What follows belongs to an exercise in optimizing a design on an open flow for small area; a production flow would make more cautious choices.
Function was checked by simulation only, so behaviour that the tests miss may differ from the original.
No activity file was given, so power comes from the tool's default toggle rates.

[design/flow/design.v]
`timescale 1ns / 1ps
module ALU
#(
  parameter     SIZEDATA = 8,
                SIZEOP = 6
)
(
  input signed  [SIZEDATA - 1:0]   i_datoa,
  input signed  [SIZEDATA - 1:0]   i_datob,
  input         [SIZEOP - 1:0]     i_opcode,
  output reg    [SIZEDATA - 1:0]   o_result
);
  localparam [SIZEOP - 1:0]     ADD = 6'b100000;
  localparam [SIZEOP - 1:0]     SUB = 6'b100010;
  localparam [SIZEOP - 1:0]     OR  = 6'b100101;
  localparam [SIZEOP - 1:0]     XOR = 6'b100110;
  localparam [SIZEOP - 1:0]     AND = 6'b100100;
  localparam [SIZEOP - 1:0]     NOR = 6'b100111;
  localparam [SIZEOP - 1:0]     SRA = 6'b000011;
  localparam [SIZEOP - 1:0]     SRL = 6'b000010;
  always@(*)
    begin
      case(i_opcode)
        ADD: o_result = i_datoa + i_datob;
        SUB: o_result = i_datoa - i_datob;
        OR:  o_result = i_datoa | i_datob;
        XOR: o_result = i_datoa ^ i_datob;
        AND: o_result = i_datoa & i_datob;
        NOR: o_result = ~(i_datoa | i_datob);
        SRA: o_result = i_datoa >>> i_datob;
        SRL: o_result = i_datoa >> i_datob;
        default: o_result = 0;
      endcase
    end
endmodule
`timescale 1ns / 1ps
module BR_GENERATOR
#(
  parameter clk_frec  = 5,  
  parameter baudrate = 9600
  )
  (
   input        i_clock,
   input        i_reset,
   output     reg o_tick
   );
  localparam integer modulo = (clk_frec*1000000 + baudrate * 8) / (baudrate * 16);
  reg [ $clog2 (modulo) - 1:0] contador;
  always @(posedge i_clock)
  begin
    if(i_reset)
        begin
            o_tick <= 0;
            contador <= 0;
        end
    else if(contador < modulo)
        begin
            o_tick <= 0;
            contador <= contador + 1;
        end
    else
        begin
            o_tick <= 1;
            contador <= 0;
        end
  end      
endmodule
`timescale 1ns / 1ps
module UART_RX
#(
   parameter DATA_WIDTH = 8,
   parameter STOP_WIDTH = 1,
   parameter PARITY_WIDTH = 1
   )
  (
   input        i_clock,
   input        i_tick,
   input        i_reset,
   input        i_rx_data_input,
   output       o_done_bit,
   output [DATA_WIDTH - 1:0] o_data_byte,
   output [PARITY_WIDTH - 1 :0] o_parity
   );
  localparam STATE_IDLE         = 6'b000001;
  localparam STATE_START_BIT    = 6'b000010;
  localparam STATE_RECEIVING    = 6'b000100;
  localparam STATE_PARITY_BIT   = 6'b001000;
  localparam STATE_STOP_BIT     = 6'b010000;
  localparam STATE_DONE         = 6'b100000;
  reg           rx_data; 
  reg [7:0]     tick_counter;
  reg [2:0]     data_index;  
  reg [1:0]       stop_index;  
  reg [1:0]        parity_index;  
  reg [PARITY_WIDTH - 1:0]      parity;  
  reg [DATA_WIDTH - 1:0]        data_byte;
  reg           done_bit;
  reg [5:0]     current_state;
  reg [5:0]     next_state;
   assign  o_done_bit  =  done_bit;
   assign  o_data_byte = data_byte;
   assign o_parity = parity;
   always @(posedge i_clock)  
     rx_data  <=  i_rx_data_input;
   always @(posedge i_clock)  
    if (i_reset) current_state <= STATE_IDLE;  
    else         current_state <= next_state; 
   always @(posedge i_clock) begin: next_state_logic
    case (current_state)
        STATE_IDLE:
        begin      
            data_index <= 0;    
            tick_counter <= 0;
            stop_index <= 0;
            parity_index <= 0;
            if(rx_data == 1'b0)  
             begin
                next_state <= STATE_START_BIT;
             end
            else
             begin
                next_state <= STATE_IDLE;
             end
        end
        STATE_START_BIT:
        begin
          if(i_tick)
          begin
            if(tick_counter == 7)
             begin
                if(rx_data == 1'b0)  
                begin
                    tick_counter <= 0;  
                    next_state <= STATE_RECEIVING;
                end
                else
                begin
                    tick_counter <= 0;
                    next_state <= STATE_IDLE;
                end
             end
            else
             begin
                tick_counter <= tick_counter + 1;
                next_state <= STATE_START_BIT;
             end
           end
        end
        STATE_RECEIVING:
        begin
          if(i_tick)
           begin
            if(tick_counter < 15)
             begin
                tick_counter <= tick_counter + 1;
                next_state <= STATE_RECEIVING;
             end
            else
             begin
                tick_counter <= 0;
                data_byte[data_index] <= rx_data;
                if(data_index < DATA_WIDTH - 1)
                 begin  
                        data_index <= data_index + 1;
                        next_state <= STATE_RECEIVING;
                 end
                else
                 begin
                    data_index <= 0;
                    tick_counter <= 0;
                    next_state <= STATE_PARITY_BIT;
                 end
             end
            end
        end
        STATE_PARITY_BIT:
        begin
          if(i_tick)
           begin
            if(tick_counter < 15)
             begin
                tick_counter <= tick_counter + 1;
                next_state <= STATE_PARITY_BIT;
             end
            else
             begin
                tick_counter <= 0;
                parity[parity_index] <= rx_data;
                if(parity_index < PARITY_WIDTH - 1)
                 begin  
                        parity_index <= parity_index + 1;
                        next_state <= STATE_PARITY_BIT;
                 end
                 else
                 begin
                    parity_index <= 0;
                    stop_index <= 0;
                    next_state <= STATE_STOP_BIT;
                 end
             end
           end
        end
        STATE_STOP_BIT:
        begin
          if(i_tick)
           begin
            if(tick_counter < 15)
             begin
                tick_counter <= tick_counter + 1;
                data_index <= 0;
                next_state <= STATE_STOP_BIT;
             end
            else
             begin
                if(rx_data == 1'b1)  
                begin
                    if(stop_index < STOP_WIDTH - 1)
                    begin
                        stop_index <= stop_index + 1;
                        next_state <= STATE_STOP_BIT;
                    end
                    else
                    begin
                        tick_counter <= 0;
                        data_index <= 0;
                        stop_index <= 0;
                        next_state <= STATE_DONE;
                    end
                end
                else
                begin
                    tick_counter <= 0;
                    stop_index <= 0;
                    parity_index <= 0;
                    data_index <= 0;
                    next_state <= STATE_IDLE;
                end
             end
           end
        end
        STATE_DONE:
        begin
           tick_counter <= 0;
           data_index <= 0;
           stop_index <= 0;
           parity_index <= 0;
           next_state <= STATE_IDLE;
        end
        default:
        begin
            tick_counter <= 0;
            data_index <= 0;
            stop_index <= 0;
           parity_index <= 0;
            next_state <= STATE_IDLE;
        end
    endcase
    end
    always @(*) begin: output_logic
        case (current_state)
        STATE_IDLE:
        begin
            done_bit <= 1'b0;
        end
        STATE_START_BIT:
        begin
             done_bit <= 1'b0;
        end
        STATE_RECEIVING:
        begin
             done_bit <= 1'b0;
        end
        STATE_PARITY_BIT:
        begin
             done_bit <= 1'b0;
        end
        STATE_STOP_BIT:
        begin
            done_bit <= 1'b0;
        end
        STATE_DONE:
        begin
            done_bit <= 1'b1;        
        end
        default:
        begin
             done_bit <= 1'b0;
        end
        endcase
    end
endmodule
`timescale 1ns / 1ps
module UART_TX
#(
   parameter DATA_WIDTH = 8,
   parameter STOP_WIDTH = 1,
   parameter PARITY_WIDTH = 1
   )
  (
   input        i_clock,
   input        i_reset,
   input        i_tick,
   input [DATA_WIDTH - 1:0]  i_data_byte,
   input [PARITY_WIDTH -1:0] i_parity,
   input        i_tx_signal,
   output          o_done_bit,
   output reg      o_tx_data
   );
  localparam STATE_IDLE         = 6'b000001;
  localparam STATE_START_BIT    = 6'b000010;
  localparam STATE_TRANSMITTING = 6'b000100;
  localparam STATE_PARITY_BIT   = 6'b001000;
  localparam STATE_STOP_BIT     = 6'b010000;
  localparam STATE_DONE         = 6'b100000;
  reg                       tx_data;
  reg [7:0]                 tick_counter;
  reg [2:0]                 data_index;  
  reg [STOP_WIDTH-1:0]      stop_index;  
  reg [PARITY_WIDTH -1:0]     parity_index;  
  reg [DATA_WIDTH -1:0]      data_byte;
  reg [PARITY_WIDTH -1:0]     parity;
  reg                       done_bit;
  reg [5:0]                 current_state;
  reg [5:0]                  next_state;
   assign  o_done_bit  =  done_bit;
   always @(posedge i_clock)  
    if (i_reset) current_state <= STATE_IDLE;  
    else         current_state <= next_state; 
   always @(posedge i_clock) begin: next_state_logic
    case (current_state)
        STATE_IDLE:
        begin
            data_index <= 0;
            tick_counter <= 0;
            stop_index <= 0;
           parity_index <= 0;
            if(i_tx_signal == 1'b1)
            begin
                data_byte <= i_data_byte;
                parity <= i_parity;
                next_state <= STATE_START_BIT;
            end
            else
                next_state <= STATE_IDLE;
        end
        STATE_START_BIT:
        begin
        if(i_tick)
        begin
            if(tick_counter < 15)
            begin
                 tick_counter <= tick_counter +1; 
                 next_state <= STATE_START_BIT;
            end
            else
            begin
                 data_index<=0;
                 tick_counter <= 0;                
                 next_state <= STATE_TRANSMITTING;
            end
        end
        end
        STATE_TRANSMITTING:
        begin
        if(i_tick)
        begin
            tx_data <= data_byte[data_index];
            if(tick_counter < 15)
             begin
                tick_counter <= tick_counter + 1;
                next_state <= STATE_TRANSMITTING;
             end
            else
             begin
                tick_counter <= 0;                         
                if(data_index < DATA_WIDTH -1)
                 begin
                        data_index <= data_index + 1;
                        next_state <= STATE_TRANSMITTING;
                 end
                else
                 begin
                        data_index <= 0;     
                        parity_index <=0;  
                        tick_counter <= 0;                                  
                        next_state <= STATE_PARITY_BIT;
                 end
             end
          end
        end
        STATE_PARITY_BIT:
        begin
        if(i_tick)
        begin
            tx_data <= parity[parity_index];
            if(tick_counter < 15)
             begin
                tick_counter <= tick_counter + 1;
                next_state <= STATE_PARITY_BIT;
             end
            else
             begin
                tick_counter <= 0;                         
                if(parity_index < PARITY_WIDTH -1)
                 begin
                        parity_index <= parity_index + 1;
                        next_state <= STATE_PARITY_BIT;
                 end
                else
                 begin
                        data_index <= 0;     
                        parity_index <=0;  
                        tick_counter <= 0;                                  
                        next_state <= STATE_STOP_BIT;
                 end
             end
          end
        end
        STATE_STOP_BIT:
        begin
        if(i_tick)
        begin
            if(tick_counter < 15)
             begin
                tick_counter <= tick_counter + 1;
                next_state <= STATE_STOP_BIT;
             end
            else
            begin
             if(stop_index < STOP_WIDTH - 1)
                begin
                     stop_index <= stop_index + 1;
                     next_state <= STATE_STOP_BIT;
                end
                else
                begin
                    tick_counter <= 0;
                    stop_index <= 0;           
                    next_state <= STATE_DONE;
                end
            end
          end
        end
        STATE_DONE:
        begin
           tick_counter <= 0;
           data_index <= 0;
           stop_index <= 0;
           parity_index <= 0;
           next_state <= STATE_IDLE;
        end
        default:
        begin
            data_index <= 0;        
            tick_counter <= 0;
            stop_index <= 0;
           parity_index <= 0;
            next_state <= STATE_IDLE;
        end
    endcase
    end
    always @(*) begin: output_logic
        case (current_state)
        STATE_IDLE:
        begin
            o_tx_data <= 1'b1;
            done_bit <= 1'b0;
        end
        STATE_START_BIT:
        begin
             o_tx_data <= 1'b0;        
             done_bit <= 1'b0;
        end
        STATE_TRANSMITTING:
        begin
             o_tx_data <= tx_data;
             done_bit <= 1'b0;
        end
        STATE_PARITY_BIT:
        begin
             o_tx_data <= tx_data;        
             done_bit <= 1'b0;
        end
        STATE_STOP_BIT:
        begin
            o_tx_data <= 1'b1;        
            done_bit <= 1'b0;
        end
        STATE_DONE:
        begin
            o_tx_data <= 1'b1;        
            done_bit <= 1'b1;
        end
        default:
        begin
             o_tx_data <= 1'b1;        
             done_bit <= 1'b0;
        end
    endcase
    end
endmodule
`timescale 1ns / 1ps
module UART
#(
   parameter DATA_WIDTH = 8,
   parameter STOP_WIDTH = 1,
   parameter PARITY_WIDTH = 1
   )
   (
   input                        i_clock,
   input                        i_reset,
   input                        i_rx_data,
   input                        i_tx_signal,
   input  [DATA_WIDTH - 1:0]      i_tx_result,
   input  [PARITY_WIDTH -1 :0]  i_parity,
   output                       o_rx_done,
   output [DATA_WIDTH - 1:0]      o_rx_data,
   output [PARITY_WIDTH-1 :0]   o_parity,
   output                       o_tx_data,
   output                       o_tx_done
 );
  wire ticks;
  BR_GENERATOR u_br_gen 
  (
    .i_clock           (i_clock),
    .i_reset           (i_reset),
    .o_tick            (ticks)    
  );
   UART_RX u_rx (
    .i_clock           (i_clock),
    .i_tick            (ticks),
    .i_reset           (i_reset),
    .i_rx_data_input   (i_rx_data), 
    .o_done_bit        (o_rx_done), 
    .o_data_byte       (o_rx_data),
    .o_parity          (o_parity)
  );
    UART_TX u_tx (
    .i_clock           (i_clock),
    .i_tick            (ticks),
    .i_reset           (i_reset),
    .i_data_byte       (i_tx_result),
    .i_parity          (i_parity),
    .i_tx_signal       (i_tx_signal), 
    .o_done_bit        (o_tx_done), 
    .o_tx_data         (o_tx_data)
  );
endmodule
`timescale 1ns / 1ps
module INTF
#(
  parameter     SIZEDATA = 8,
  parameter      SIZEOP = 6,
  parameter    PARITY_WIDTH = 1
  )
  (
  input                            i_clock,
  input                            i_reset,
  input                            i_rx_done,
  input signed  [SIZEDATA - 1:0]   i_rx_data,
  input         [PARITY_WIDTH-1:0] i_rx_parity,
  input         [SIZEDATA - 1:0]   i_alu_result,
  output  reg   [SIZEDATA - 1:0]   o_alu_datoa,
  output  reg   [SIZEDATA - 1:0]   o_alu_datob,
  output  reg   [SIZEDATA - 1:0]   o_alu_opcode,
  output  reg   [SIZEDATA - 1:0]   o_tx_result,
  output  reg   [PARITY_WIDTH-1:0] o_tx_parity,
  output  reg                      o_tx_signal
  );
  localparam STATE_OPA    = 4'b0001;
  localparam STATE_OPB    = 4'b0010;
  localparam STATE_OPCODE = 4'b0100;
  localparam STATE_RESULT = 4'b1000;
  reg [3:0]  current_state;
  reg [3:0]  next_state;
  reg                  rx_valid;
  reg [SIZEDATA - 1:0] operando_a;
  reg [SIZEDATA - 1:0] operando_b;
  reg [SIZEDATA - 1:0] opcode;
  reg [SIZEDATA - 1:0] result;
  reg [PARITY_WIDTH-1:0] parity;
   always @(posedge i_clock)  
        if (i_reset)
                current_state <= STATE_OPA;  
        else
                current_state <= next_state;
  always @(posedge i_clock) begin: next_state_logic
    case (current_state)
        STATE_OPA:
        begin
            if(i_rx_done)
            begin
                operando_a <= i_rx_data;
                parity <= i_rx_parity;
                operando_b <= 0;
                opcode <= 0;
                result <= 0;
                next_state <= STATE_OPB;
            end
            else
            begin              
                next_state <= STATE_OPA;
            end
        end
        STATE_OPB:
        begin
           if(i_rx_done)
            begin
                operando_a <= o_alu_datoa;
                operando_b <= i_rx_data;
                parity <= i_rx_parity;
                opcode <= o_alu_opcode;
                result <= o_tx_result;
                next_state <= STATE_OPCODE;
            end
            else
            begin             
                next_state <= STATE_OPB;
            end
        end
        STATE_OPCODE:
        begin
            if(i_rx_done)
            begin
                operando_a <= o_alu_datoa;
                operando_b <= o_alu_datob;
                opcode <= i_rx_data;
                parity <= i_rx_parity;              
                result <= o_tx_result;
                next_state <= STATE_RESULT;
            end
            else
            begin
                next_state <= STATE_OPCODE;
            end
        end
        STATE_RESULT:
        begin
                operando_a <= o_alu_datoa;
                operando_b <= o_alu_datob;
                opcode <= o_alu_opcode;
                result <= i_alu_result;
                parity <= 1;
            next_state <= STATE_OPA;
        end
        default:
        begin
                operando_a <= 0;
                operando_b <= 0;
                opcode <= 0;
                result <= 0;
                parity <= 0;
            next_state <= STATE_OPA;
        end
    endcase
    end
    always @(*) begin: output_logic
        case (current_state)
        STATE_OPA:
        begin
              o_alu_datoa <= operando_a;
              o_alu_datob <= operando_b;
              o_alu_opcode <= opcode;
              o_tx_result <= result;
              o_tx_parity <= parity;
              o_tx_signal <= 0;
        end
        STATE_OPB:
        begin
              o_alu_datoa <= operando_a;
              o_alu_datob <= operando_b;
              o_alu_opcode <= opcode;
              o_tx_result <= result;
              o_tx_parity <= parity;
              o_tx_signal <= 0;
        end
        STATE_OPCODE:
        begin
               o_alu_datoa <= operando_a;
              o_alu_datob <= operando_b;
              o_alu_opcode <= opcode;
              o_tx_result <= result;
               o_tx_parity <= parity;
              o_tx_signal <= 0;
        end
        STATE_RESULT:
        begin
              o_alu_datoa <= operando_a;
              o_alu_datob <= operando_b;
              o_alu_opcode <= opcode;
              o_tx_result <= result;
              o_tx_parity <= parity;
              o_tx_signal <= 1;
        end
        default:
            begin
              o_alu_datoa <= 0;
              o_alu_datob <= 0;
              o_alu_opcode <= 0;
              o_tx_result <= 0;
              o_tx_parity <= 0;
              o_tx_signal <= 0;
            end
    endcase        
    end
endmodule
`timescale 1ns / 1ps
module uart_alu_top
    #(
   parameter     SIZEDATA = 8,
   parameter      SIZEOP = 6,
   parameter DATA_WIDTH = 8,
   parameter STOP_WIDTH = 1,
   parameter PARITY_WIDTH = 1
   )
  (
   input        i_clock,
   input        i_reset,
   input        i_tx,
   output       o_rx,
   output       o_tx_done
   );
    wire [SIZEDATA - 1 : 0]    operando_a;
    wire [SIZEDATA - 1 : 0]    operando_b;
    wire [SIZEOP - 1 : 0]      opcode;
    wire [SIZEDATA - 1 : 0]    result;
    wire [DATA_WIDTH - 1 : 0]    rx_data_byte;
    wire [DATA_WIDTH - 1 : 0]    tx_data_byte;
    wire                       rx_done;
    wire                       tx_signal;    
    wire                       ticks;
    wire [PARITY_WIDTH -1:0]    rx_parity;
    wire [PARITY_WIDTH -1:0]    tx_parity;
   ALU u_alu (
    .i_datoa        (operando_a),
    .i_datob        (operando_b),
    .i_opcode       (opcode),
    .o_result       (result)
    );
   INTF u_intf (
    .i_clock         (i_clock),
    .i_reset         (i_reset),
    .i_rx_done       (rx_done),
    .i_rx_data       (rx_data_byte),
    .i_rx_parity     (rx_parity),
    .i_alu_result    (result),
    .o_alu_datoa     (operando_a),
    .o_alu_datob     (operando_b),
    .o_alu_opcode    (opcode),
    .o_tx_result     (tx_data_byte),
    .o_tx_signal     (tx_signal),
    .o_tx_parity     (tx_parity)
    );
    UART u_uart (
    .i_clock         (i_clock),
    .i_reset         (i_reset),
    .i_rx_data       (i_tx),
    .o_tx_data       (o_rx),
    .i_tx_signal     (tx_signal),
    .i_tx_result     (tx_data_byte),
    .i_parity        (tx_parity),
    .o_rx_done       (rx_done),
    .o_rx_data       (rx_data_byte),
    .o_parity        (rx_parity),
    .o_tx_done       (o_tx_done)
    );
endmodule
[design/flow/run.sh]
#!/bin/bash
# synth_recipe.tcl (not shown) runs the flow's synth.tcl, then flattens the netlist and writes it again
# the make line also repeats each setting of config.mk as NAME=value (left out here)
make -C /OpenROAD-flow-scripts/flow DESIGN_CONFIG=/design/flow/config.mk WORK_HOME=/design/flow/orfs CLKGATE_MAP_FILE= SYNTH_SCRIPT=/design/flow/synth_recipe.tcl finish
[design/flow/config.mk]
export PLATFORM = sky130hd
export DESIGN_NAME = uart_alu_top
export DESIGN_NICKNAME = uart_alu_top
export VERILOG_FILES = /design/flow/design.v
export SDC_FILE = /design/flow/constraint.sdc
export NUM_CORES = 4
export LEC_CHECK = 0
export CAP_MARGIN = 20
export CORE_MARGIN = 2
export CORE_UTILIZATION = 40
export SLEW_MARGIN = 20
[design/flow/constraint.sdc]
create_clock -name core_clock -period 5.0 [get_ports {i_clock}]
set_input_delay 1.0000 -clock core_clock [delete_from_list [all_inputs] [get_ports {i_clock}]]
set_output_delay 1.0000 -clock core_clock [all_outputs]
set_load 0.01 [all_outputs]
==> flow_metrics.py, run 1 <==
metrics = {
    "synth": {
        "synth_area_leaders": "edfxtp_1 (36%), dfxtp_1 (7.9%), ha_1 (5.5%), nor2_1 (4.3%), nand2_1 (4.1%)",
        "ys_seq_area_frac": 0.436,
        "synth-edff-count": 84,
        "synth_top_area_share": 0.357,
        "yosysTopAreaCell": "edfxtp_1",
        "synthXorXnorAreaFrac": 0.0469,
        "synth-adder-area-share": 0.0577,
        "async_flop_share": 0,
        "yosys_warnings": 6,
        "post-synth-top-count-cell": "edfxtp_1",
        "syn_area_um2": 7070,
        "synth-main-ff-cell": "edfxtp_1",
        "synthTopCellsByCount": "edfxtp_1 (84), nor2_1 (80), nand2_1 (77)",
        "ys_types": 76,
        "synthSimpleGateAreaFrac": 0.227,
        "syn_inst": 736,
        "synth_area_per_cell_um2": 9.60,
        "synth-seq-cells": 112,
        "synthMuxAreaShare": 0.0515,
        "synth-compound-area-share": 0.136,
        "synth_top_family_by_area": "simple AND/OR/NAND/NOR gates",
    },
    "timing": {
        "setup_tns_ns": 0,
        "fin_crit_ns": 4.05,
        "hold_ws_ns": 0.421,
        "tightest_slew_ns": 0.902,
        "period_share": 0.809,
        "rsz0062_at_grt": "no",
        "relSlewSlack": 0.398,
        "finClkSkew_ns": 0.00781,
        "hold_viol": 0,
        "max_clock_freq_mhz": 247,
        "finalSetupViolCount": 0,
        "drv_slew": 0,
    },
    "global_route": {
        "grt_pass1_vias": 5217,
        "grt_pass1_wl_mm": 26.8,
        "grt_max_degree": 46,
        "antenna_found_initial": 0,
        "grt_overflow": 0,
        "track_usage": 0.183,
    },
    "detailed_routing": {
        "vias": 5379,
        "ant_nets": 0,
        "via_per_inst": 5.66,
        "wirelength_mm": 16.2,
        "dr.pass1.iters": 5,
        "wl_per_cell_um": 17.0,
        "drcViolationCount": 0,
        "drtIter0Drc": 506,
    },
    "critical_path": {
        "cp-start-kind": "flip-flop",
        "r2r_cells": 14,
        "critical_path_class": "flip-flop to flip-flop",
        "critPathCaptureType": "flip-flop",
        "cp.arrival_ns": 4.23,
        "rrSetupSlack_ns": 0.95,
        "path_max_fanout": 45,
        "required_ns": 5.18,
    },
    "floorplanning": {
        "die_height_um": 137,
        "io_pins": 5,
        "initial_core_util": 0.408,
        "fp-row-count": 48,
        "core-area_um2": 17300,
        "die-area_um2": 18700,
        "die_w_um": 137,
    },
    "clock_tree": {
        "insertion_delay_ns": 0.36,
        "hold_buffers": 0,
        "clock-sinks": 112,
        "post_cts_buffers": 0,
        "cts-buffers-inserted": 9,
        "path_clk_slew_ns": 0.08,
        "cts_resized": 0,
        "cts-root-buf": "clkbuf_16",
        "cts_max_path_buffers": 2,
        "htree_levels": 3,
        "cts_tree": "yes",
    },
    "placement": {
        "gp_congestion": 0.908,
        "dp_hpwl_mm": 11.7,
        "post_dp_cell_area_um2": 7270,
        "placed_cells": 935,
        "port_buffers": 4,
    },
    "layout": {
        "layout-drive-gt1-share": 0.0758,
        "final_nets": 756,
        "syn2layout_area_growth_pct": 6.96,
        "fin_cells": 951,
        "antenna_cells": 0,
        "design_area_um2": 7560,
    },
    "power": {
        "p_leak_nw": 2.80,
        "clkPwrFrac": 0.356,
        "swShare": 0.261,
        "combPwrFrac": 0.101,
        "p_per_area_nw_per_um2": 265,
        "ir_worst_vdd_mv": 0.293,
        "seqPwrFrac": 0.543,
        "internal-power_mw": 1.48,
        "netSwitchingPower_mw": 0.522,
    },
    "status": {
        "status": "no timing/DRC/antenna violations",
    },
    "run": {
        "maxCapViolations": 0,
    },
    "hold_path": {
        "hold_class": "flip-flop to flip-flop",
        "holdPathStages": 1,
    },
}
layout make-up:
class | count | area (um^2)
Clock buffer | 10 | 229
Sequential cell | 112 | 3080
Fill cell | 1643 | 9740
Tap cell | 225 | 282
Clock inverter | 6 | 60.1
Timing Repair Buffer | 12 | 100
Multi-Input combinational cell | 557 | 3690
Inverter | 29 | 109
power by group through the flow:
stage,clock network (mW),registers [mW],logic (mW)
after floorplan,0,1.09,0.172
after global placement,0,1.10,0.196
after detailed placement,0,1.11,0.201
after CTS,0.733,1.09,0.203
after global routing,0.762,1.09,0.229
final,0.713,1.09,0.202
flip-flops by register name, summed over array words and instances, names as in the netlist, 4 cells and up:
name,count
u_uart.u_tx.current_state,6
u_intf.operando_a,8
u_uart.u_rx.current_state,6
u_uart.u_rx.data_byte,8
u_intf.opcode,6
u_uart.u_tx.tick_counter,8
u_uart.u_rx.next_state,6
u_intf.operando_b,8
u_uart.u_tx.data_byte,8
u_uart.u_br_gen.contador,6
u_intf.result,8
u_uart.u_tx.next_state,6
u_uart.u_rx.tick_counter,8
u_intf.next_state,4
u_intf.current_state,4
path summary, 6_finish.rpt:
check / startpoint / endpoint
worst max-delay path: u_intf.current_state[0]$_SDFF_PP1_ / u_intf.result[6]$_DFFE_PP_
worst min-delay path: u_intf.next_state[0]$_DFF_P_ / u_intf.current_state[0]$_SDFF_PP1_
worst min register to register: u_intf.next_state[0]$_DFF_P_ / u_intf.current_state[0]$_SDFF_PP1_
worst max register to register: u_intf.current_state[0]$_SDFF_PP1_ / u_intf.result[6]$_DFFE_PP_
metal layers:
metal	vias to the layer above	GRT usage	wire (um)
met5	-	0	0
met3	32	0.0326	707
li1	2625	-	-
met4	0	0.0659	406
met2	145	0.307	7860
met1	2577	0.236	7190
per-stage QoR:
step            util  setup WS, ns  power, mW
2_1_floorplan      -          1.75       1.26
3_3_place_gp   0.420          1.15       1.30
3_5_place_dp   0.420          1.09       1.31
4_1_cts        0.437          1.00       2.02
5_1_grt        0.437         0.582       2.08
6_report       0.437         0.954       2.00
critical path, cell delays in order, from the launching register on:
cell      delay (ns)
dfxtp_1         0.92
nor4b_1         0.47
a211o_1         0.21
buf_4           0.41
nand2_1         0.14
inv_1           0.13
ha_1            0.15
inv_1           0.06
fa_1            0.41
a211oi_1        0.24
o21bai_1        0.10
a21oi_1         0.17
xnor2_1         0.14
nand3_1         0.10
a32oi_1         0.20
cell usage in the layout (no fill, tap or decap), types with 8 or more instances in the layout:
cell type / n
a21oi_1: 27
nand3_1: 29
nor2_1: 80
a22oi_1: 25
xnor2_1: 24
edfxtp_1: 84
buf_4: 8
or2_2: 8
mux2i_1: 15
inv_1: 28
nand2b_1: 16
mux2_2: 8
dfxtp_1: 28
nor2b_1: 19
nand2_1: 77
o21ai_0: 36
ha_1: 31
and2_1: 16
xor2_1: 12
and3_1: 8
clkbuf_16: 9
nor3_1: 17
logic make-up (layout without fill, tap and decap cells):
family / count (synthesis) / after routing
flip-flops: 112 / 112
AND/OR/NAND/NOR: 311 / 311
other: 1 / 4
XOR/XNOR: 37 / 37
buffers and inverters: 70 / 57
AO/OA/AOI/OAI: 145 / 145
multiplexers: 28 / 28
adder cells (fa/ha/maj): 32 / 32
==> inputs of run 2 (changes only) <==
==> design/flow/design.v (replaced) <==
module uart_alu_top (
  input  i_clock,
  input  i_reset,
  input  i_tx,
  output o_rx,
  output o_tx_done
);
  reg [7:0] lo;
  reg [1:0] hi;
  wire term = (lo == 8'd135);
  wire wrap = term & (hi == 2'd3);
  always @(posedge i_clock) begin
    if (i_reset | term) lo <= 8'd0;
    else                lo <= lo + 8'd1;
    if (i_reset)        hi <= 2'd0;
    else if (term)      hi <= hi + 2'd1;
  end
  localparam RB_IDLE = 4'd15;
  reg [3:0] rb;         
  reg [1:0] rq;         
  reg [1:0] bp;         
  wire samp    = term & (hi == rq) & (rb != RB_IDLE);
  wire rx_data = samp & (rb != 4'd0) & (rb <= 4'd8);
  wire commit  = samp & (rb == 4'd10) & i_tx;
  always @(posedge i_clock) begin
    if (i_reset) begin
      rb <= RB_IDLE;
    end else if (rb == RB_IDLE) begin
      if (!i_tx) begin
        rb <= 4'd0;
        rq <= hi + 2'd1;
      end
    end else if (samp) begin
      if (rb == 4'd0)       rb <= i_tx ? RB_IDLE : 4'd1;
      else if (rb == 4'd10) rb <= i_tx ? RB_IDLE : 4'd0;
      else                  rb <= rb + 4'd1;
    end
  end
  always @(posedge i_clock) begin
    if (i_reset)     bp <= 2'd0;
    else if (commit) bp <= (bp == 2'd2) ? 2'd0 : bp + 2'd1;
  end
  reg [7:0] a, b;
  reg [5:0] op;
  reg       c;
  localparam TS_IDLE = 4'd0, TS_COMP = 4'd1, TS_WAIT = 4'd2, TS_BIT0 = 4'd3, TS_BIT10 = 4'd13;
  reg [3:0] ts;
  wire comp     = (ts == TS_COMP);
  wire serial   = comp & lo[7];
  wire is_shift = (op[5:1] == 5'b00001);
  wire shift    = comp & ~lo[7] & is_shift & ({1'b0, lo[6:0]} < b);
  wire fill     = op[0] & a[7];
  wire bx   = b[0] ^ op[1];
  wire sum  = a[0] ^ bx ^ c;
  wire cout = (a[0] & bx) | (a[0] & c) | (bx & c);
  reg  r;
  always @(*) begin
    case (op)
      6'b100000, 6'b100010: r = sum;
      6'b100100: r = a[0] & b[0];
      6'b100101: r = a[0] | b[0];
      6'b100110: r = a[0] ^ b[0];
      6'b100111: r = ~(a[0] | b[0]);
      6'b000011, 6'b000010: r = a[0];
      default:   r = 1'b0;
    endcase
  end
  wire tx_data_bit = (ts > TS_BIT0) & (ts < TS_BIT0 + 4'd9);
  always @(posedge i_clock) begin
    if ((rx_data & (bp == 2'd0)) | shift | serial)
      a <= {comp ? fill : i_tx, a[7:1]};
    if ((rx_data & (bp == 2'd1)) | serial | (wrap & tx_data_bit))
      b <= {comp ? r : i_tx, b[7:1]};
    if (rx_data & (bp == 2'd2) & (rb <= 4'd6))
      op <= {i_tx, op[5:1]};
    c <= serial ? cout : op[1];
  end
  always @(posedge i_clock) begin
    if (i_reset) ts <= TS_IDLE;
    else case (ts)
      TS_IDLE:  if (commit & (bp == 2'd2)) ts <= TS_COMP;
      TS_COMP:  if (term) ts <= TS_WAIT;
      TS_BIT10: if (wrap) ts <= TS_IDLE;
      default:  if (wrap) ts <= ts + 4'd1;
    endcase
  end
  assign o_rx      = (ts != TS_BIT0) & ~(tx_data_bit & ~b[0]);
  assign o_tx_done = (ts == TS_BIT10) & wrap;
endmodule
==> run 2 against run 1 <==
Still clean. Clock-buffer cell count decreased by 5. Combinational power decreased by 31%. Via count decreased by 70%. Global-route usage decreased by 4.2 points. Clock skew increased by 0.00052 ns. First-iteration DRC count decreased by 88%. Largest power group unchanged.
==> flow_metrics.py, run 2 <==
metrics = {
    "status": {
        "status": "no timing/DRC/antenna violations",
    },
    "layout": {
        "syn2layout_area_growth_pct": 8.66,
        "layout-drive-gt1-share": 0.0766,
        "design_area_um2": 2610,
        "multiInputGateArea_um2": 1180,
        "area.sequential_um2": 1140,
        "final_nets": 256,
        "antenna_cells": 0,
        "fin_util": 0.445,
        "fill_cells": 555,
        "final_common_cell": "edfxtp_1",
        "final_cell_mix": "edfxtp_1 (24), nor2_1 (21), dfxtp_1 (21), nand2_1 (19), ha_1 (18)",
        "biggestRegsByFlops": "a: 8 flops, b: 8 flops, lo: 8 flops",
        "fin_cells": 310,
    },
    "power": {
        "internal-power_mw": 0.557,
        "p_per_area_nw_per_um2": 299,
        "netSwitchingPower_mw": 0.222,
        "p_leak_nw": 1.04,
        "power_mw": 0.779,
        "ir_worst_vdd_mv": 0.204,
        "clkPwrFrac": 0.288,
        "seqPwrFrac": 0.533,
        "swShare": 0.285,
        "combPwrFrac": 0.178,
    },
    "critical_path": {
        "slowest_stage": "clkdlybuf4s50_1",
        "cp-start-kind": "flip-flop",
        "critical_path_class": "flip-flop to output pin",
        "cp.arrival_ns": 2.16,
        "critical_path.cell_chain": "nor4b_4 > and4b_1 > nand2_1 > nor2_1 > clkdlybuf4s50_1",
        "critPathCaptureType": "output pin",
        "max_stage_delay_ns": 0.54,
        "required_ns": 4.00,
        "path_max_fanout": 5,
    },
    "floorplanning": {
        "die-area_um2": 6630,
        "io_pins": 5,
        "die_height_um": 81.4,
        "core-area_um2": 5850,
        "die_w_um": 81.4,
        "fp-row-count": 28,
        "initial_core_util": 0.410,
    },
    "clock_tree": {
        "htree_levels": 2,
        "cts_resized": 0,
        "cts_tree": "yes",
        "cts_max_path_buffers": 2,
        "post_cts_buffers": 0,
        "clock-sinks": 45,
        "path_clk_slew_ns": 0.09,
        "hold_buffers": 0,
        "cts-buffers-inserted": 5,
        "insertion_delay_ns": 0.30,
        "cts-root-buf": "clkbuf_8",
    },
    "placement": {
        "post_dp_cell_area_um2": 2520,
        "placed_cells": 302,
        "gp_congestion": 0.801,
        "dp_hpwl_mm": 3.18,
        "place_ws_ns": 2.14,
        "port_buffers": 4,
    },
    "synth": {
        "synth_top_area_share": 0.300,
        "ys_seq_area_frac": 0.476,
        "synth-seq-cells": 45,
        "synth-main-ff-cell": "edfxtp_1",
        "yosysTopAreaCell": "edfxtp_1",
        "synth_area_leaders": "edfxtp_1 (30%), dfxtp_1 (18%), ha_1 (9.4%), nand3_1 (3.3%), nor2_1 (3.3%)",
        "post-synth-top-count-cell": "edfxtp_1",
        "async_flop_share": 0,
        "synth_area_per_cell_um2": 10.6,
        "syn_area_um2": 2400,
        "ys_types": 49,
        "synth-edff-count": 24,
        "synthTopCellsByCount": "edfxtp_1 (24), dfxtp_1 (21), nor2_1 (21)",
        "yosys_warnings": 1,
        "syn_inst": 227,
    },
    "detailed_routing": {
        "dr_wl_met2_mm": 1.85,
        "wl_per_cell_um": 13.9,
        "dr.pass1.iters": 4,
        "highest_layer": "met4",
        "vias": 1608,
        "via_per_inst": 5.19,
        "ant_nets": 0,
        "drtIter0Drc": 59,
        "met1_length_mm": 2.30,
        "drcViolationCount": 0,
        "dr_wl_met3_um": 126,
        "wirelength_mm": 4.30,
    },
    "global_route": {
        "track_usage": 0.140,
        "antenna_found_initial": 0,
        "grt_pass1_wl_mm": 7.08,
        "grt_pass1_vias": 1448,
        "grt_max_degree": 17,
        "grt_overflow": 0,
    },
    "run": {
        "maxCapViolations": 0,
    },
    "timing": {
        "setup_tns_ns": 0,
        "tightest_slew_ns": 0.915,
        "hold_ws_ns": 0.429,
        "relSlewSlack": 0.385,
        "rsz0062_at_grt": "no",
        "setup_ws_ns": 1.84,
        "fin_crit_ns": 3.16,
        "drv_slew": 0,
        "hold_viol": 0,
        "finalSetupViolCount": 0,
        "period_share": 0.632,
        "max_clock_freq_mhz": 316,
        "finClkSkew_ns": 0.00834,
    },
    "hold_path": {
        "hold_class": "flip-flop to flip-flop",
    },
}
==> run 2: cell types whose count changed after synthesis, sizes merged, moves of 18 or more <==
cell,before,now
nor2,82,22
xnor2,25,6
o21ai,40,7
a21oi,27,8
edfxtp,84,24
a22oi,25,2
nor2b,19,1
nand2,78,19
clkbuf,25,3
==> run 2: logic make-up (layout without fill, tap and decap cells) <==
group,Yosys count,after routing,synth area share
xor+xnor,12,12,0.0438
simple gates,86,86,0.199
buf+inv,20,28,0.0318
compound gates,38,38,0.116
mux,7,7,0.0313
fa+ha+maj,19,19,0.102
flops,45,45,0.476
==> run 2: layer usage <==
| layer | track usage | vias to the layer above |
|---|---|---|
| met1 | 0.212 | 753 |
| met3 | 0.0330 | 2 |
| li1 | - | 829 |
| met2 | 0.198 | 24 |
| met5 | 0 | - |
| met4 | 0.0407 | 0 |
==> run 2: power by group through the flow <==
stage                     Clock, mW  Combinational (mW)  Sequential (mW)
after floorplan                   0               0.118            0.415
after global placement            0               0.138            0.424
after detailed placement          0               0.139            0.424
after CTS                     0.234               0.138            0.415
after global routing          0.247               0.156            0.418
final                         0.225               0.139            0.415
==> run 2: final cells by class <==
cell class                 count  share of cell area
timing repair buffer           4              0.0154
sequential                    45               0.438
clock buffer                   5              0.0264
inverter                      16              0.0230
tap                           75              0.0360
multi-input combinational    162               0.453
clock inverter                 3             0.00816
==> run 2: path summary, 6_finish.rpt <==
kind	startpoint	endpoint	slack, ns	depth (start not counted)
max reg2reg	rb[0]$_SDFFE_PP1P_	op[1]$_DFFE_PP_	2.60	5
min reg2reg	a[4]$_DFFE_PP_	a[3]$_DFFE_PP_	0.43	0
max	lo[5]$_SDFF_PP0_	o_tx_done	1.84	5
min	a[4]$_DFFE_PP_	a[3]$_DFFE_PP_	0.43	0
==> run 2: worst max-delay path, delay by kind of cell, from the launching register on <==
kind	cells	cell delay, ns
AND/OR/NAND/NOR	4	0.96
buffers and inverters	1	0.54
flip-flops	1	0.38
==> inputs of run 3 (changes only) <==
==> design/flow/design.v (replaced) <==
module uart_alu_top (
  input  i_clock,
  input  i_reset,
  input  i_tx,
  output o_rx,
  output o_tx_done
);
  reg [7:0] lo;
  reg [1:0] hi;
  wire term = lo[7] & lo[2] & lo[1] & lo[0];    
  wire wrap = term & hi[1] & hi[0];
  always @(posedge i_clock) begin
    if (i_reset | term) lo <= 8'd0;
    else                lo <= lo + 8'd1;
    if (i_reset)        hi <= 2'd0;
    else if (term)      hi <= hi + 2'd1;
  end
  localparam RB_START = 4'd7, RB_STOP = 4'd1, RB_IDLE = 4'd2;
  reg [3:0] rb;
  reg [1:0] rq;         
  reg [1:0] bp;         
  wire ridle   = (rb == RB_IDLE);
  wire samp    = term & (hi == rq);
  wire rx_data = samp & rb[3];
  wire commit  = samp & (rb == RB_STOP) & i_tx;
  always @(posedge i_clock) begin
    if (i_reset) begin
      rb <= RB_IDLE;
    end else if (ridle) begin
      if (!i_tx) begin
        rb <= RB_START;
        rq <= hi + 2'd1;
      end
    end else if (samp) begin
      if ((rb == RB_START) & i_tx) rb <= RB_IDLE;
      else                         rb <= rb + 4'd1;
    end
  end
  always @(posedge i_clock) begin
    if (i_reset)     bp <= 2'd0;
    else if (commit) bp <= {bp[0], ~(bp[0] | bp[1])};
  end
  reg [7:0] a, b;
  reg [2:0] s;
  reg       k;
  reg       c;
  localparam TS_IDLE = 4'd2, TS_COMP = 4'd5, TS_START = 4'd7, TS_STOP = 4'd1;
  reg [3:0] ts;
  wire comp     = (ts == TS_COMP);
  wire serial   = comp & lo[7];
  wire is_arith = k & ~s[0] & ~s[2];            
  wire is_logic = k & s[2];                      
  wire is_shift = ~k & s[1] & ~s[2];             
  wire shift    = comp & (lo[7:3] == 5'd0) & is_shift & ((|b[7:3]) | (lo[2:0] < b[2:0]));
  wire fill     = s[0] & a[7];
  wire bx   = b[0] ^ s[1];
  wire sum  = a[0] ^ bx ^ c;
  wire cout = (a[0] & bx) | (a[0] & c) | (bx & c);
  reg  lg;
  always @(*) begin
    case ({s[1], s[0]})
      2'b00: lg = a[0] & b[0];
      2'b01: lg = a[0] | b[0];
      2'b10: lg = a[0] ^ b[0];
      2'b11: lg = ~(a[0] | b[0]);
    endcase
  end
  wire r = (is_arith & sum) | (is_logic & lg) | (is_shift & a[0]);
  wire op_bit = rx_data & bp[1];
  always @(posedge i_clock) begin
    if ((rx_data & (bp == 2'd0)) | shift | serial)
      a <= {comp ? fill : i_tx, a[7:1]};
    if ((rx_data & bp[0]) | serial | (wrap & ts[3]))
      b <= {comp ? r : i_tx, b[7:1]};
    if (op_bit & (rb[2:0] <= 3'd2))
      s <= {i_tx, s[2:1]};
    else if (op_bit & ((rb[2:0] == 3'd3) | (rb[2:0] == 3'd4)) & i_tx)
      s <= 3'b001;
    if (op_bit & (rb[2:0] == 3'd5))
      k <= i_tx;
    c <= serial ? cout : s[1];
  end
  always @(posedge i_clock) begin
    if (i_reset) ts <= TS_IDLE;
    else if (ts == TS_IDLE) begin
      if (commit & bp[1]) ts <= TS_COMP;
    end else if (comp ? term : wrap) ts <= ts + 4'd1;
  end
  assign o_rx      = (ts != TS_START) & ~(ts[3] & ~b[0]);
  assign o_tx_done = (ts == TS_STOP) & wrap;
endmodule
==> run 3 against run 2 <==
Global-route usage fell by 0.47 points. Worst setup slack improved by 0.23 ns. Die area fell by 12%. Hold slack got worse by 0.0053 ns. Routed wire length fell by 19%. Synthesized cell count fell by 14%. Cell area fell by 12%. Combinational power fell by 81%. Core utilization rose by 0.45 points. Clock skew barely moved. Clock-buffer cell count rose by 2. Sequential power fell by 8.7%. Critical path type unchanged. Critical endpoint unchanged. Highest routed layer unchanged.
==> flow_metrics.py, run 3 <==
metrics = {
    "detailed_routing": {
        "drcViolationCount": 0,
        "ant_nets": 0,
        "wirelength_mm": 3.48,
        "via_per_inst": 5.03,
        "vias": 1368,
        "wl_per_cell_um": 12.8,
        "dr.pass1.iters": 5,
        "drtIter0Drc": 66,
    },
    "timing": {
        "finClkSkew_ns": 0.00828,
        "tightest_slew_ns": 0.559,
        "relSlewSlack": 0.626,
        "hold_ws_ns": 0.423,
        "period_share": 0.587,
        "setup_tns_ns": 0,
        "setup_ws_ns": 2.07,
        "finalSetupViolCount": 0,
        "rsz0062_at_grt": "no",
        "drv_slew": 0,
        "fin_crit_ns": 2.93,
        "max_clock_freq_mhz": 341,
        "hold_viol": 0,
    },
    "synth": {
        "yosys_warnings": 1,
        "async_flop_share": 0,
        "synth-compound-area-share": 0.0898,
        "synth-adder-area-share": 0.0634,
        "synth-edff-count": 22,
        "synthMuxAreaShare": 0.0257,
        "synth_area_per_cell_um2": 10.7,
        "synthSimpleGateAreaFrac": 0.223,
        "synth_top_area_share": 0.316,
        "synthTopCellsByCount": "nor2_1 (23), edfxtp_1 (22), dfxtp_1 (21)",
        "yosysTopAreaCell": "edfxtp_1",
        "post-synth-top-count-cell": "nor2_1",
        "ys_seq_area_frac": 0.517,
        "ys_types": 45,
        "synth_top_family_by_area": "simple AND/OR/NAND/NOR gates",
        "syn_inst": 196,
        "synth-main-ff-cell": "edfxtp_1",
        "synth-seq-cells": 43,
        "synthXorXnorAreaFrac": 0.0503,
        "syn_area_um2": 2090,
        "synth_area_leaders": "edfxtp_1 (32%), dfxtp_1 (20%), ha_1 (5.4%), nor2_1 (4.1%), xor2_1 (3.4%)",
    },
    "critical_path": {
        "cp.arrival_ns": 1.93,
        "cp-start-kind": "flip-flop",
        "required_ns": 4.00,
        "path_max_fanout": 7,
        "critical_path_class": "flip-flop to output pin",
        "critPathCaptureType": "output pin",
    },
    "clock_tree": {
        "post_cts_buffers": 0,
        "cts-buffers-inserted": 5,
        "cts_max_path_buffers": 2,
        "hold_buffers": 0,
        "cts_tree": "yes",
        "cts_resized": 0,
        "cts-root-buf": "clkbuf_8",
        "path_clk_slew_ns": 0.08,
        "htree_levels": 2,
        "clock-sinks": 43,
        "insertion_delay_ns": 0.29,
    },
    "power": {
        "swShare": 0.214,
        "netSwitchingPower_mw": 0.135,
        "seqPwrFrac": 0.602,
        "p_per_area_nw_per_um2": 276,
        "internal-power_mw": 0.494,
        "p_leak_nw": 0.819,
        "clkPwrFrac": 0.357,
        "ir_worst_vdd_mv": 0.155,
        "combPwrFrac": 0.041,
    },
    "layout": {
        "biggestRegsByFlops": "a: 8 flops, b: 8 flops, lo: 8 flops",
        "final_nets": 214,
        "fill_cells": 536,
        "final_common_cell": "nor2_1",
        "antenna_cells": 0,
        "final_cell_mix": "nor2_1 (23), edfxtp_1 (22), dfxtp_1 (21), nand2_1 (16), nand3_1 (13)",
        "layout-drive-gt1-share": 0.0693,
        "syn2layout_area_growth_pct": 9.22,
    },
    "floorplanning": {
        "die-area_um2": 5820,
        "core-area_um2": 5070,
        "die_height_um": 76.3,
        "initial_core_util": 0.412,
        "fp-row-count": 26,
        "die_w_um": 76.3,
        "io_pins": 5,
    },
    "global_route": {
        "grt_pass1_vias": 1317,
        "grt_overflow": 0,
        "grt_pass1_wl_mm": 6.21,
        "grt_max_degree": 16,
        "track_usage": 0.136,
        "antenna_found_initial": 0,
    },
    "placement": {
        "place_ws_ns": 2.11,
        "dp_hpwl_mm": 2.48,
        "gp_congestion": 0.789,
        "port_buffers": 4,
    },
    "status": {
        "status": "no timing/DRC/antenna violations",
    },
    "hold_path": {
        "hold_class": "flip-flop to flip-flop",
    },
    "run": {
        "maxCapViolations": 0,
    },
}
-- run 3: final cells by class --
| class | count | area, um^2 | share of cell area |
|---|---|---|---|
| Clock buffer | 7 | 86.3 | 0.0378 |
| Clock inverter | 1 | 5.00 | 0.00219 |
| Inverter | 10 | 37.5 | 0.0164 |
| Multi-Input combinational cell | 137 | 946 | 0.414 |
| Sequential cell | 43 | 1080 | 0.473 |
| Tap cell | 70 | 87.6 | 0.0384 |
| Timing Repair Buffer | 4 | 40.0 | 0.0175 |
-- run 3: per-stage QoR --
step	power (mW)	instances	instance area, um^2	util
finish	0.629	272	2280	0.450
global route	0.658	272	2280	0.450
CTS	0.639	272	2280	0.450
detailed placement	0.413	264	2190	0.432
global placement	0.413	264	2190	0.432
floorplan	0.405	196	2090	-
-- run 3: worst paths after layout --
path,from,cells after the start,endpoint,slack (ns)
max reg2reg,ts[0]$_SDFFE_PP0P_,5,ts[1]$_SDFFE_PP1P_,3.09
max,ts[0]$_SDFFE_PP0P_,3,o_tx_done,2.07
min reg2reg,a[6]$_DFFE_PP_,0,a[5]$_DFFE_PP_,0.42
min,a[6]$_DFFE_PP_,0,a[5]$_DFFE_PP_,0.42
-- run 3: cells by family (layout without fill, tap and decap cells) --
logic type,after synthesis,after routing
AOI/OAI and AO/OA,26,26
muxes,5,5
and+or+nand+nor,84,84
DFF,43,43
adders and majority gates,10,10
xor gates and xnor gates,12,12
buffers and inverters,16,22
-- run 3: critical path, stage by stage (launching register included) --
cell and delay (ns):
dfxtp_1 0.44, or3b_4 0.44, nor4_1 0.18, clkdlybuf4s50_1 0.58
-- run 3: power groups by stage --
stage / registers (mW) / clock network (mW) / logic [mW]
6_report: 0.379 / 0.225 / 0.0259
5_1_grt: 0.380 / 0.249 / 0.0301
4_1_cts: 0.379 / 0.234 / 0.0262
3_5_place_dp: 0.387 / 0 / 0.0259
3_3_place_gp: 0.387 / 0 / 0.0261
2_1_floorplan: 0.384 / 0 / 0.0211
-- run 3: layer usage --
metal  wire (um)  GRT usage  vias to the layer above
met1        1780      0.191                      636
met5           0          0                        -
met2        1510      0.194                       24
met3         123     0.0355                        7
met4          66     0.0655                        0
li1            -          -                      701

afterwards: timing with drivers on the ports:
The flow's constraints put no driver on any port. The routed layouts listed below were extracted and timed again, unchanged, in two steps. Step 1 assumes that a clkbuf_16 drives the clock port and a buf_2 every other input. Step 2 also shifts input and output timing later by t, the mid clock arrival at the registers, as if the neighbouring blocks saw the same clock. Slacks: no drivers / after step 1 / after step 2; pairs: no drivers / after step 1.
run | shift t [ns] | setup WS [ns] | hold WS [ns] | worst data-port slew with drivers (ns) | pins driven straight from the clock port
run 1 | 0.399 | 0.954 / 0.954 / 0.954 | 0.421 / 0.421 / 0.421 | 0.03 | 1
run 2 | 0.318 | 1.839 / 1.814 / 2.131 | 0.429 / 0.429 / 0.429 | 0.03 | 1
run 3 | 0.317 | 2.067 / 2.039 / 2.114 | 0.423 / 0.423 / 0.423 | 0.03 | 1
After both steps every run listed still meets setup and hold.
